Context: an optimization exercise on an open-source flow, tuned for small area, a short achievable clock period and few clock cycles. The choices shown serve that exercise and are no tape-out recipe.
At most, simulation tests tie the RTL to the original design; equivalence was not proved.
Power figures rest on the tool's default switching activity, not on a simulated workload.

==> flow/design.v (excerpt) <==
module DIV(
  input         clock,
  input         reset,
  output        io_in_ready,
  input         io_in_valid,
  input         io_in_bits_ctrl_flow_divw,
  input         io_in_bits_ctrl_flow_div_signed,
  input         io_in_bits_ctrl_flow_flush,
  input  [31:0] io_in_bits_ctrl_data_src1,
  input  [31:0] io_in_bits_ctrl_data_src2,
  input         io_out_ready,
  output        io_out_valid,
  output [31:0] io_out_bits_result_quotient,
  output [31:0] io_out_bits_result_remainder
);
  localparam [2:0] S_LOAD = 3'd0, S_ALIGN = 3'd1, S_ITER = 3'd2,
                   S_RESTORE = 3'd3, S_DONE = 3'd4;
  function [1:0] lz2(input [1:0] v);
    lz2 = {~v[1] & ~v[0], ~v[1]};
  endfunction
  function [2:0] lz4(input [3:0] v);
    reg [1:0] h, l;
    begin
      h = lz2(v[3:2]); l = lz2(v[1:0]);
      lz4 = {h[1] & l[1], h[1], h[1] ? l[0] : h[0]};
    end
  endfunction
  function [3:0] lz8(input [7:0] v);
    reg [2:0] h, l;
    begin
      h = lz4(v[7:4]); l = lz4(v[3:0]);
      lz8 = {h[2] & l[2], h[2], h[2] ? l[1:0] : h[1:0]};
    end
  endfunction
  function [4:0] lz16(input [15:0] v);
    reg [3:0] h, l;
    begin
      h = lz8(v[15:8]); l = lz8(v[7:0]);
      lz16 = {h[3] & l[3], h[3], h[3] ? l[2:0] : h[2:0]};
    end
  endfunction
  function [5:0] lzc32(input [31:0] v);
  ...
==> module DIV, before the edit <==
module DIV(
  input         clock,
  input         reset,
  output        io_in_ready,
  input         io_in_valid,
  input         io_in_bits_ctrl_flow_divw,
  input         io_in_bits_ctrl_flow_div_signed,
  input         io_in_bits_ctrl_flow_flush,
  input  [31:0] io_in_bits_ctrl_data_src1,
  input  [31:0] io_in_bits_ctrl_data_src2,
  input         io_out_ready,
  output        io_out_valid,
  output [31:0] io_out_bits_result_quotient,
  output [31:0] io_out_bits_result_remainder
);
  localparam [2:0] S_LOAD = 3'd0, S_ALIGN = 3'd1, S_ITER = 3'd2,
                   S_RESTORE = 3'd3, S_DONE = 3'd4;
  function [1:0] lz2(input [1:0] v);
    lz2 = {~v[1] & ~v[0], ~v[1]};
  endfunction
  function [2:0] lz4(input [3:0] v);
    reg [1:0] h, l;
    begin
      h = lz2(v[3:2]); l = lz2(v[1:0]);
      lz4 = {h[1] & l[1], h[1], h[1] ? l[0] : h[0]};
    end
  endfunction
  function [3:0] lz8(input [7:0] v);
    reg [2:0] h, l;
    begin
      h = lz4(v[7:4]); l = lz4(v[3:0]);
      lz8 = {h[2] & l[2], h[2], h[2] ? l[1:0] : h[1:0]};
    end
  endfunction
  function [4:0] lz16(input [15:0] v);
    reg [3:0] h, l;
    begin
      h = lz8(v[15:8]); l = lz8(v[7:0]);
      lz16 = {h[3] & l[3], h[3], h[3] ? l[2:0] : h[2:0]};
    end
  endfunction
  function [5:0] lzc32(input [31:0] v);
    reg [4:0] h, l;
    begin
      h = lz16(v[31:16]); l = lz16(v[15:0]);
      lzc32 = (h[4] & l[4]) ? 6'd32 : {1'b0, h[4], h[4] ? l[3:0] : h[3:0]};
    end
  endfunction
  wire [31:0] a  = io_in_bits_ctrl_data_src1;
  wire [31:0] b  = io_in_bits_ctrl_data_src2;
  wire        sg = io_in_bits_ctrl_flow_div_signed;
  wire        go = io_in_valid & ~io_in_bits_ctrl_flow_flush;
  reg  [2:0]  state;
  reg         done;    
  reg  [32:0] X;       
  reg  [32:0] E;       
  reg  [31:0] Q;       
  reg  [4:0]  cnt;     
  reg  [5:0]  la, lb;  
  reg         neg_a;   
  reg         neg_q;   
  wire        sa  = sg & a[31];
  wire        sb  = sg & b[31];
  wire        nq  = sa ^ sb;
  wire [31:0] ap  = sa ? {~a[30:0], 1'b1} : a;
  wire [31:0] bp  = sb ? {~b[31:1], 1'b1} : b;
  wire [5:0]  lza = lzc32(ap);
  wire [5:0]  lzb = lzc32(bp);
  wire        dz  = (b == 32'd0);
  wire [31:0] sm1 = ap  | {1'b0, ap[31:1]};
  wire [31:0] sm2 = sm1 | {2'b0, sm1[31:2]};
  wire [31:0] sm4 = sm2 | {4'b0, sm2[31:4]};
  wire [31:0] sm8 = sm4 | {8'b0, sm4[31:8]};
  wire [31:0] sma = sm8 | {16'b0, sm8[31:16]};
  wire        short = |(bp & ~sma);
  wire [31:0] qdz = (sg & ~a[31]) ? 32'd1 : 32'hffffffff;
  wire [4:0]  s   = lb[4:0] - la[4:0];
  wire        f   = ~neg_q;
  wire [32:0] sh1 = s[0] ? {E[31:0], f}               : E;
  wire [32:0] sh2 = s[1] ? {sh1[30:0], {2{f}}}        : sh1;
  wire [32:0] sh3 = s[2] ? {sh2[28:0], {4{f}}}        : sh2;
  wire [32:0] sh4 = s[3] ? {sh3[24:0], {8{f}}}        : sh3;
  wire [32:0] Esh = s[4] ? {sh4[16:0], {16{f}}}       : sh4;
  wire        cin = ~neg_q;
  wire [33:0] T1  = {X, 1'b1} + {E, cin};
  wire [32:0] T   = T1[33:1];
  wire        tz  = &((X ^ E) ~^ {X[31:0] | E[31:0], cin});
  wire        acc = neg_a ? (T[32] | tz) : ~T[32];
  wire        stp = (state == S_ALIGN) ? neg_q : (state != S_LOAD);
  wire        xen = acc & stp;
  always @(posedge clock) begin
    if (reset) begin
      state <= S_LOAD;
      done  <= 1'b0;
    end else if (!go) begin
      state <= S_LOAD;
      done  <= 1'b0;
    end else begin
      case (state)
        S_LOAD: begin
          state <= (dz | short) ? S_DONE : S_ALIGN;
          done  <= dz | short;
        end
        S_ALIGN: begin
          state <= (neg_q & ~acc) ? S_RESTORE : S_ITER;
          done  <= 1'b0;
        end
        S_ITER: begin
          state <= (cnt == 5'd0) ? S_DONE : S_ITER;
          done  <= (cnt == 5'd0);
        end
        S_RESTORE: begin
          state <= S_DONE;
          done  <= 1'b1;
        end
        default: begin
          state <= S_LOAD;
          done  <= 1'b0;
        end
      endcase
    end
  end
  always @(posedge clock) begin
    la <= lza;
    lb <= lzb;
    case (state)
      S_LOAD: begin
        X     <= {sa, a};
        E     <= {sb, b} ^ {33{~nq}};    
        Q     <= dz ? qdz : 32'd0;
        neg_a <= sa;
        neg_q <= nq;
      end
      S_ALIGN: begin
        if (xen) X <= T;
        Q   <= {32{neg_q}};
        E   <= Esh;
        cnt <= s;
      end
      S_RESTORE: begin
        Q   <= 32'd0;
        E   <= {E[32], E[32:1]};
        cnt <= cnt - 5'd1;
      end
      default: begin
        if (xen) X <= T;
        Q   <= {Q[30:0], acc ^ neg_q};
        E   <= {E[32], E[32:1]};
        cnt <= cnt - 5'd1;
      end
    endcase
  end
  assign io_in_ready = 1'b1;
  assign io_out_valid = done;
  assign io_out_bits_result_quotient = Q;
  assign io_out_bits_result_remainder = X[31:0];
endmodule
export LEC_CHECK = 0
export ABC_AREA = 1
export ABC_CLOCK_PERIOD_IN_PS = 3000
export CAP_MARGIN = 20
export CORE_MARGIN = 2
export CORE_UTILIZATION = 40
export PLACE_DENSITY = 0.6
export SETUP_SLACK_MARGIN = 4.4
export SLEW_MARGIN = 20
create_clock -name core_clock -period 8.0 [get_ports {clock}]
run.sh (not shown) runs the stock make flow with config.mk's settings and CLKGATE_MAP_FILE= SYNTH_SCRIPT=/design/flow/synth_recipe.tcl, a recipe that flattens the netlist after the stock synthesis.
Testbench counts at the start, summed over its fixed seeds: cycles 16,908.
Then changed:
--- a/flow/design.v
+++ b/flow/design.v
@@ -63,7 +63,7 @@
   wire        sb  = sg & b[31];
   wire        nq  = sa ^ sb;
   wire [31:0] ap  = sa ? {~a[30:0], 1'b1} : a;
-  wire [31:0] bp  = sb ? {~b[31:1], 1'b1} : b;
+  wire [31:0] bp  = b ^ {32{sb}};
   wire [5:0]  lza = lzc32(ap);
   wire [5:0]  lzb = lzc32(bp);
   wire        dz  = (b == 32'd0);
@@ -74,13 +74,9 @@
   wire [31:0] sma = sm8 | {16'b0, sm8[31:16]};
   wire        short = |(bp & ~sma);
   wire [31:0] qdz = (sg & ~a[31]) ? 32'd1 : 32'hffffffff;
-  wire [4:0]  s   = lb[4:0] - la[4:0];
-  wire        f   = ~neg_q;
-  wire [32:0] sh1 = s[0] ? {E[31:0], f}               : E;
-  wire [32:0] sh2 = s[1] ? {sh1[30:0], {2{f}}}        : sh1;
-  wire [32:0] sh3 = s[2] ? {sh2[28:0], {4{f}}}        : sh2;
-  wire [32:0] sh4 = s[3] ? {sh3[24:0], {8{f}}}        : sh3;
-  wire [32:0] Esh = s[4] ? {sh4[16:0], {16{f}}}       : sh4;
+  wire [6:0]  sfull = {1'b0, lb} - {1'b0, la};
+  wire [4:0]  s   = (sfull[5] | sfull[4:0] == 5'd31) ? 5'd31 : sfull[4:0];
+  wire [32:0] Esh = (E << s) ^ {33{~neg_q}};
   wire        cin = ~neg_q;
   wire [33:0] T1  = {X, 1'b1} + {E, cin};
   wire [32:0] T   = T1[33:1];
@@ -126,7 +122,7 @@
     case (state)
       S_LOAD: begin
         X     <= {sa, a};
-        E     <= {sb, b} ^ {33{~nq}};    
+        E     <= {sb, b};
         Q     <= dz ? qdz : 32'd0;
         neg_a <= sa;
         neg_q <= nq;
After rerunning: Sequential power shrinks by about 2%; routed wire length increases by 0.48%; flip-flop and latch count increases by 2; worst hold slack loses 0.0069 ns; maximum frequency fell by 1.3%; core utilization increases by 0.38 points; combinational power barely changes.
Testbench counts after the change, summed over its fixed seeds: cycles 16,913.

The RTL this note starts from:
==> flow/design.v <==
module DIV(
  input         clock,
  input         reset,
  output        io_in_ready,
  input         io_in_valid,
  input         io_in_bits_ctrl_flow_divw,
  input         io_in_bits_ctrl_flow_div_signed,
  input         io_in_bits_ctrl_flow_flush,
  input  [31:0] io_in_bits_ctrl_data_src1,
  input  [31:0] io_in_bits_ctrl_data_src2,
  input         io_out_ready,
  output        io_out_valid,
  output [31:0] io_out_bits_result_quotient,
  output [31:0] io_out_bits_result_remainder
);
  localparam [1:0] S_LOAD = 2'd0, S_ALIGN = 2'd1, S_ITER = 2'd2, S_DONE = 2'd3;
  function [1:0] lz2(input [1:0] v);
    lz2 = {~v[1] & ~v[0], ~v[1]};
  endfunction
  function [2:0] lz4(input [3:0] v);
    reg [1:0] h, l;
    begin
      h = lz2(v[3:2]); l = lz2(v[1:0]);
      lz4 = {h[1] & l[1], h[1], h[1] ? l[0] : h[0]};
    end
  endfunction
  function [3:0] lz8(input [7:0] v);
    reg [2:0] h, l;
    begin
      h = lz4(v[7:4]); l = lz4(v[3:0]);
      lz8 = {h[2] & l[2], h[2], h[2] ? l[1:0] : h[1:0]};
    end
  endfunction
  function [4:0] lz16(input [15:0] v);
    reg [3:0] h, l;
    begin
      h = lz8(v[15:8]); l = lz8(v[7:0]);
      lz16 = {h[3] & l[3], h[3], h[3] ? l[2:0] : h[2:0]};
    end
  endfunction
  function [5:0] lzc32(input [31:0] v);
    reg [4:0] h, l;
    begin
      h = lz16(v[31:16]); l = lz16(v[15:0]);
      lzc32 = (h[4] & l[4]) ? 6'd32 : {1'b0, h[4], h[4] ? l[3:0] : h[3:0]};
    end
  endfunction
  wire [31:0] a  = io_in_bits_ctrl_data_src1;
  wire [31:0] b  = io_in_bits_ctrl_data_src2;
  wire        sg = io_in_bits_ctrl_flow_div_signed;
  wire        go = io_in_valid & ~io_in_bits_ctrl_flow_flush;
  reg  [1:0]  state;
  reg  [32:0] X;       
  reg  [32:0] E;       
  reg  [31:0] Q;       
  reg  [4:0]  cnt;     
  reg         neg_a;   
  reg         neg_q;   
  wire        sa  = sg & a[31];
  wire        sb  = sg & b[31];
  wire        nq  = sa ^ sb;
  wire [31:0] ap  = sa ? {~a[30:0], 1'b1} : a;
  wire [31:0] bp  = b ^ {32{sb}};    
  wire        dz  = (b == 32'd0);
  wire [5:0]  lza = lzc32(ap);
  wire [5:0]  lzb = lzc32(bp);
  wire        short = (lza > lzb);    
  reg  [5:0]  la, lb;
  wire [6:0]  sfull = {1'b0, lb} - {1'b0, la};
  wire [4:0]  s   = (sfull[5] | sfull[4:0] == 5'd31) ? 5'd31 : sfull[4:0];
  wire [31:0] qdz = (sg & ~a[31]) ? 32'd1 : 32'hffffffff;
  wire        cin  = ~neg_q;
  wire [32:0] T    = X + E + {32'd0, cin};
  wire        tz   = ((X ^ E) == {(X[31:0] | E[31:0]), cin});
  wire        acc  = neg_a ? (T[32] | tz) : ~T[32];
  wire [32:0] Esh  = (E << s) | ({33{~neg_q}} & ~({33{1'b1}} << s));
  always @(posedge clock) begin
    if (reset) begin
      state <= S_LOAD;
    end else if (!go) begin
      state <= S_LOAD;
    end else begin
      case (state)
        S_LOAD:  state <= (dz | short) ? S_DONE : S_ALIGN;
        S_ALIGN: state <= (neg_q & ~acc) ? S_DONE : S_ITER;
        S_ITER:  state <= (cnt == 5'd0) ? S_DONE : S_ITER;
        default: state <= S_LOAD;
      endcase
    end
  end
  always @(posedge clock) begin
    case (state)
      S_LOAD: begin
        X     <= {sa, a};
        E     <= {b[31] & sg, b} ^ {33{~nq}};
        Q     <= dz ? qdz : 32'd0;
        la    <= lza;
        lb    <= lzb;
        neg_a <= sa;
        neg_q <= nq;
      end
      S_ALIGN: begin
        if (neg_q & acc) X <= T;
        Q <= {32{neg_q & acc}};
        E <= Esh;
        cnt <= s;
      end
      S_ITER: begin
        if (acc) X <= T;
        Q   <= {Q[30:0], acc ^ neg_q};
        E   <= {E[32], E[32:1]};
        cnt <= cnt - 5'd1;
      end
      default: ;
    endcase
  end
  assign io_in_ready = 1'b1;
  assign io_out_valid = (state == S_DONE);
  assign io_out_bits_result_quotient = Q;
  assign io_out_bits_result_remainder = X[31:0];
endmodule
export LEC_CHECK = 0
export ABC_CLOCK_PERIOD_IN_PS = 3000
export CAP_MARGIN = 20
export CORE_MARGIN = 2
export CORE_UTILIZATION = 40
export PLACE_DENSITY = 0.6
export SETUP_SLACK_MARGIN = 4.0
export SLEW_MARGIN = 20
create_clock -name core_clock -period 8.0 [get_ports {clock}]
The first run finished with timing, DRC and antenna clean.
==> next run, changes <==
--- a/flow/design.v
+++ b/flow/design.v
@@ -70,8 +70,24 @@
   wire [4:0]  s   = (sfull[5] | sfull[4:0] == 5'd31) ? 5'd31 : sfull[4:0];
   wire [31:0] qdz = (sg & ~a[31]) ? 32'd1 : 32'hffffffff;
   wire        cin  = ~neg_q;
-  wire [32:0] T    = X + E + {32'd0, cin};
-  wire        tz   = ((X ^ E) == {(X[31:0] | E[31:0]), cin});
+  wire [32:0] ap_p = X ^ E;
+  wire [32:0] ap_g = X & E;
+  reg  [32:0] pg_g, pg_p;
+  reg  [32:0] cg, cp;
+  integer k, d;
+  always @(*) begin
+    pg_g = {ap_g[32:1], ap_g[0] | (ap_p[0] & cin)};
+    pg_p = {ap_p[32:1], 1'b0};
+    for (d = 1; d < 33; d = d * 2) begin
+      cg = pg_g; cp = pg_p;
+      for (k = d; k < 33; k = k + 1) begin
+        pg_g[k] = cg[k] | (cp[k] & cg[k-d]);
+        pg_p[k] = cp[k] & cp[k-d];
+      end
+    end
+  end
+  wire [32:0] T    = ap_p ^ {pg_g[31:0], cin};
+  wire        tz   = &(ap_p ~^ {(X[31:0] | E[31:0]), cin});
   wire        acc  = neg_a ? (T[32] | tz) : ~T[32];
   wire [32:0] Esh  = (E << s) | ({33{~neg_q}} & ~({33{1'b1}} << s));
   always @(posedge clock) begin
Effect: Routed wire length increases by 0.76%; flip-flop and latch count is unchanged; sequential power goes down by about 2%; cell area climbs by 2.0%; total power is higher by 3.1%; clock power rose by 11%; fmax shrinks by 1.8%; via count grows by 0.83%; combinational power goes up by about 2%; area after synthesis came out higher by 0.46%; register-to-register slack degrades by 0.09 ns.
No run of this note included a check of the RTL's function; only the layout flow was run.

== 09-25 ==
Another version of the RTL of DIV (not shown whole).
Size: about 1600 cells after synthesis, roughly 140 I/O pins, roughly 13000 sq um of cells after synthesis.
==> module DIV, before the edit <==
module DIV(
  input         clock,
  input         reset,
  output        io_in_ready,
  input         io_in_valid,
  input         io_in_bits_ctrl_flow_divw,
  input         io_in_bits_ctrl_flow_div_signed,
  input         io_in_bits_ctrl_flow_flush,
  input  [31:0] io_in_bits_ctrl_data_src1,
  input  [31:0] io_in_bits_ctrl_data_src2,
  input         io_out_ready,
  output        io_out_valid,
  output [31:0] io_out_bits_result_quotient,
  output [31:0] io_out_bits_result_remainder
);
  localparam [2:0] S_LOAD = 3'd0, S_ALIGN = 3'd1, S_ITER = 3'd2,
                   S_RESTORE = 3'd3, S_DONE = 3'd4;
  function [1:0] lz2(input [1:0] v);
    lz2 = {~v[1] & ~v[0], ~v[1]};
  endfunction
  function [2:0] lz4(input [3:0] v);
    reg [1:0] h, l;
    begin
      h = lz2(v[3:2]); l = lz2(v[1:0]);
      lz4 = {h[1] & l[1], h[1], h[1] ? l[0] : h[0]};
    end
  endfunction
  function [3:0] lz8(input [7:0] v);
    reg [2:0] h, l;
    begin
      h = lz4(v[7:4]); l = lz4(v[3:0]);
      lz8 = {h[2] & l[2], h[2], h[2] ? l[1:0] : h[1:0]};
    end
  endfunction
  function [4:0] lz16(input [15:0] v);
    reg [3:0] h, l;
    begin
      h = lz8(v[15:8]); l = lz8(v[7:0]);
      lz16 = {h[3] & l[3], h[3], h[3] ? l[2:0] : h[2:0]};
    end
  endfunction
  function [5:0] lzc32(input [31:0] v);
    reg [4:0] h, l;
    begin
      h = lz16(v[31:16]); l = lz16(v[15:0]);
      lzc32 = (h[4] & l[4]) ? 6'd32 : {1'b0, h[4], h[4] ? l[3:0] : h[3:0]};
    end
  endfunction
  wire [31:0] a  = io_in_bits_ctrl_data_src1;
  wire [31:0] b  = io_in_bits_ctrl_data_src2;
  wire        sg = io_in_bits_ctrl_flow_div_signed;
  wire        go = io_in_valid & ~io_in_bits_ctrl_flow_flush;
  reg  [2:0]  state;
  reg         done;    
  reg  [32:0] X;       
  reg  [32:0] E;       
  reg  [31:0] Q;       
  reg  [4:0]  cnt;     
  reg  [5:0]  la, lb;  
  reg         neg_a;   
  reg         neg_q;   
  wire        sa  = sg & a[31];
  wire        sb  = sg & b[31];
  wire        nq  = sa ^ sb;
  wire [31:0] ap  = sa ? {~a[30:0], 1'b1} : a;
  wire [31:0] bp  = b ^ {32{sb}};
  wire [5:0]  lza = lzc32(ap);
  wire [5:0]  lzb = lzc32(bp);
  wire        dz  = (b == 32'd0);
  wire [31:0] sm1 = ap  | {1'b0, ap[31:1]};
  wire [31:0] sm2 = sm1 | {2'b0, sm1[31:2]};
  wire [31:0] sm4 = sm2 | {4'b0, sm2[31:4]};
  wire [31:0] sm8 = sm4 | {8'b0, sm4[31:8]};
  wire [31:0] sma = sm8 | {16'b0, sm8[31:16]};
  wire        short = |(bp & ~sma);
  wire [31:0] qdz = (sg & ~a[31]) ? 32'd1 : 32'hffffffff;
  wire [6:0]  sfull = {1'b0, lb} - {1'b0, la};
  wire [4:0]  s   = (sfull[5] | sfull[4:0] == 5'd31) ? 5'd31 : sfull[4:0];
  wire [32:0] Esh = (E << s) ^ {33{~neg_q}};
  wire        cin = ~neg_q;
  wire [33:0] T1  = {X, 1'b1} + {E, cin};
  wire [32:0] T   = T1[33:1];
  wire        tz  = &((X ^ E) ~^ {X[31:0] | E[31:0], cin});
  wire        acc = neg_a ? (T[32] | tz) : ~T[32];
  always @(posedge clock) begin
    if (reset) begin
      state <= S_LOAD;
      done  <= 1'b0;
    end else if (!go) begin
      state <= S_LOAD;
      done  <= 1'b0;
    end else begin
      case (state)
        S_LOAD: begin
          state <= (dz | short) ? S_DONE : S_ALIGN;
          done  <= dz | short;
        end
        S_ALIGN: begin
          state <= (neg_q & ~acc) ? S_RESTORE : S_ITER;
          done  <= 1'b0;
        end
        S_ITER: begin
          state <= (cnt == 5'd0) ? S_DONE : S_ITER;
          done  <= (cnt == 5'd0);
        end
        S_RESTORE: begin
          state <= S_DONE;
          done  <= 1'b1;
        end
        default: begin
          state <= S_LOAD;
          done  <= 1'b0;
        end
      endcase
    end
  end
  always @(posedge clock) begin
    case (state)
      S_LOAD: begin
        X     <= {sa, a};
        E     <= {sb, b};
        Q     <= dz ? qdz : 32'd0;
        la    <= lza;
        lb    <= lzb;
        neg_a <= sa;
        neg_q <= nq;
      end
      S_ALIGN: begin
        if (neg_q & acc) X <= T;
        Q   <= {32{neg_q}};
        E   <= Esh;
        cnt <= s;
      end
      S_ITER: begin
        if (acc) X <= T;
        Q   <= {Q[30:0], acc ^ neg_q};
        E   <= {E[32], E[32:1]};
        cnt <= cnt - 5'd1;
      end
      S_RESTORE: begin
        Q   <= 32'd0;
      end
      default: ;
    endcase
  end
  assign io_in_ready = 1'b1;
  assign io_out_valid = done;
  assign io_out_bits_result_quotient = Q;
  assign io_out_bits_result_remainder = X[31:0];
endmodule
==> flow/config.mk <==
export PLATFORM = sky130hd
export DESIGN_NAME = DIV
export DESIGN_NICKNAME = DIV
export VERILOG_FILES = /design/flow/design.v
export SDC_FILE = /design/flow/constraint.sdc
export NUM_CORES = 4
export LEC_CHECK = 0
export ABC_CLOCK_PERIOD_IN_PS = 3000
export CAP_MARGIN = 20
export CORE_MARGIN = 2
export CORE_UTILIZATION = 40
export PLACE_DENSITY = 0.6
export SETUP_SLACK_MARGIN = 4.0
export SLEW_MARGIN = 20
==> flow/constraint.sdc <==
create_clock -name core_clock -period 8.0 [get_ports {clock}]
set_input_delay 1.6000 -clock core_clock [delete_from_list [all_inputs] [get_ports {clock}]]
set_output_delay 1.6000 -clock core_clock [all_outputs]
set_load 0.01 [all_outputs]
> inputs changed (09-25 -> 06-18)
--- a/flow/design.v
+++ b/flow/design.v
@@ -82,6 +82,8 @@
   wire [32:0] T   = T1[33:1];
   wire        tz  = &((X ^ E) ~^ {X[31:0] | E[31:0], cin});
   wire        acc = neg_a ? (T[32] | tz) : ~T[32];
+  wire        stp = (state == S_ALIGN) ? neg_q : (state != S_LOAD);
+  wire        xen = acc & stp;
   always @(posedge clock) begin
     if (reset) begin
       state <= S_LOAD;
@@ -115,32 +117,33 @@
     end
   end
   always @(posedge clock) begin
+    la <= lza;
+    lb <= lzb;
     case (state)
       S_LOAD: begin
         X     <= {sa, a};
         E     <= {sb, b};
         Q     <= dz ? qdz : 32'd0;
-        la    <= lza;
-        lb    <= lzb;
         neg_a <= sa;
         neg_q <= nq;
       end
       S_ALIGN: begin
-        if (neg_q & acc) X <= T;
+        if (xen) X <= T;
         Q   <= {32{neg_q}};
         E   <= Esh;
         cnt <= s;
       end
-      S_ITER: begin
-        if (acc) X <= T;
+      S_RESTORE: begin
+        Q   <= 32'd0;
+        E   <= {E[32], E[32:1]};
+        cnt <= cnt - 5'd1;
+      end
+      default: begin
+        if (xen) X <= T;
         Q   <= {Q[30:0], acc ^ neg_q};
         E   <= {E[32], E[32:1]};
         cnt <= cnt - 5'd1;
       end
-      S_RESTORE: begin
-        Q   <= 32'd0;
-      end
-      default: ;
     endcase
   end
   assign io_in_ready = 1'b1;
--- outcome ---
06-18 did not stop at any stage, and its layout met the timing, design-rule and antenna checks.
Count of unique library cells instantiated by Yosys grows by a few percent when moving from 09-25 to 06-18.
Cell area after layout of 06-18 falls short of that of 09-25 slightly.
Area growth from synthesis to final layout ends up lower on 09-25.
Looking at proportion of power drawn by the clock network across 09-25 and 06-18, the one that comes out lower is 09-25.
Number of global-route vias before repair delta for 06-18 relative to 09-25: 1.0% higher
Relative to 09-25, the number of non-clock inverters in the layout of 06-18 is higher by 8.
Compared to 09-25, 06-18 has area share of buffers outside the clock network 0.40 points higher.
Measured against each other, 09-25 and 06-18 differ in number of nets in the finished design, the lower figure coming from 09-25.
09-25 → 06-18: met1 capacity usage during global routing increased by 1.7 points relative to the old numbers; non-clock buffer count decreased by 6 relative to the old numbers; via count of the routed design increased by 2.4% relative to the old numbers.
Testbench counts of 06-18, summed over its fixed seeds: cycles 16,913.
For 09-25, only the layout was checked, not whether the RTL still works.

## port drivers added, routing unchanged
The flow's constraints put no driver on any port. The routed layouts listed below were extracted and timed again, unchanged, in two steps.
Step 1 sets driving cells, clkbuf_16 on the clock port and buf_2 on the other inputs (assumed; they add their load-dependent delay and slew).
Step 2 adds t to the input delays and takes it off the output delays; t is the mean of the earliest and latest rising clock arrival at the registers after step 1. Input paths then give back, and output paths get back, about the clock's delay inside the block.
a / b / c = ideal / step 1 / step 2; a / b = the first two.
| run | shift t [ns] | setup slack, ns | latest minus earliest clock arrival (ns) |
|---|---|---|---|
| the first run of note 1 | 0.477 | 4.532 / 4.554 / 4.077 | 0.014 / 0.014 |
| the second run of note 1 | 0.496 | 4.487 / 4.518 / 4.022 | 0.016 / 0.016 |
| the first run of note 2 | 0.490 | 3.397 / 3.418 / 2.928 | 0.019 / 0.018 |
| the second run of note 2 | 0.485 | 3.311 / 3.332 / 2.847 | 0.011 / 0.010 |
| 09-25 | 0.489 | 4.024 / 4.024 / 3.598 | 0.009 / 0.010 |
| 06-18 | 0.490 | 4.074 / 4.074 / 3.650 | 0.011 / 0.011 |
After both steps setup and hold are still met in every run listed. For the first run of note 2, which loses most, drivers alone change the setup slack by +0.021 ns; drivers and shift together by -0.469 ns.
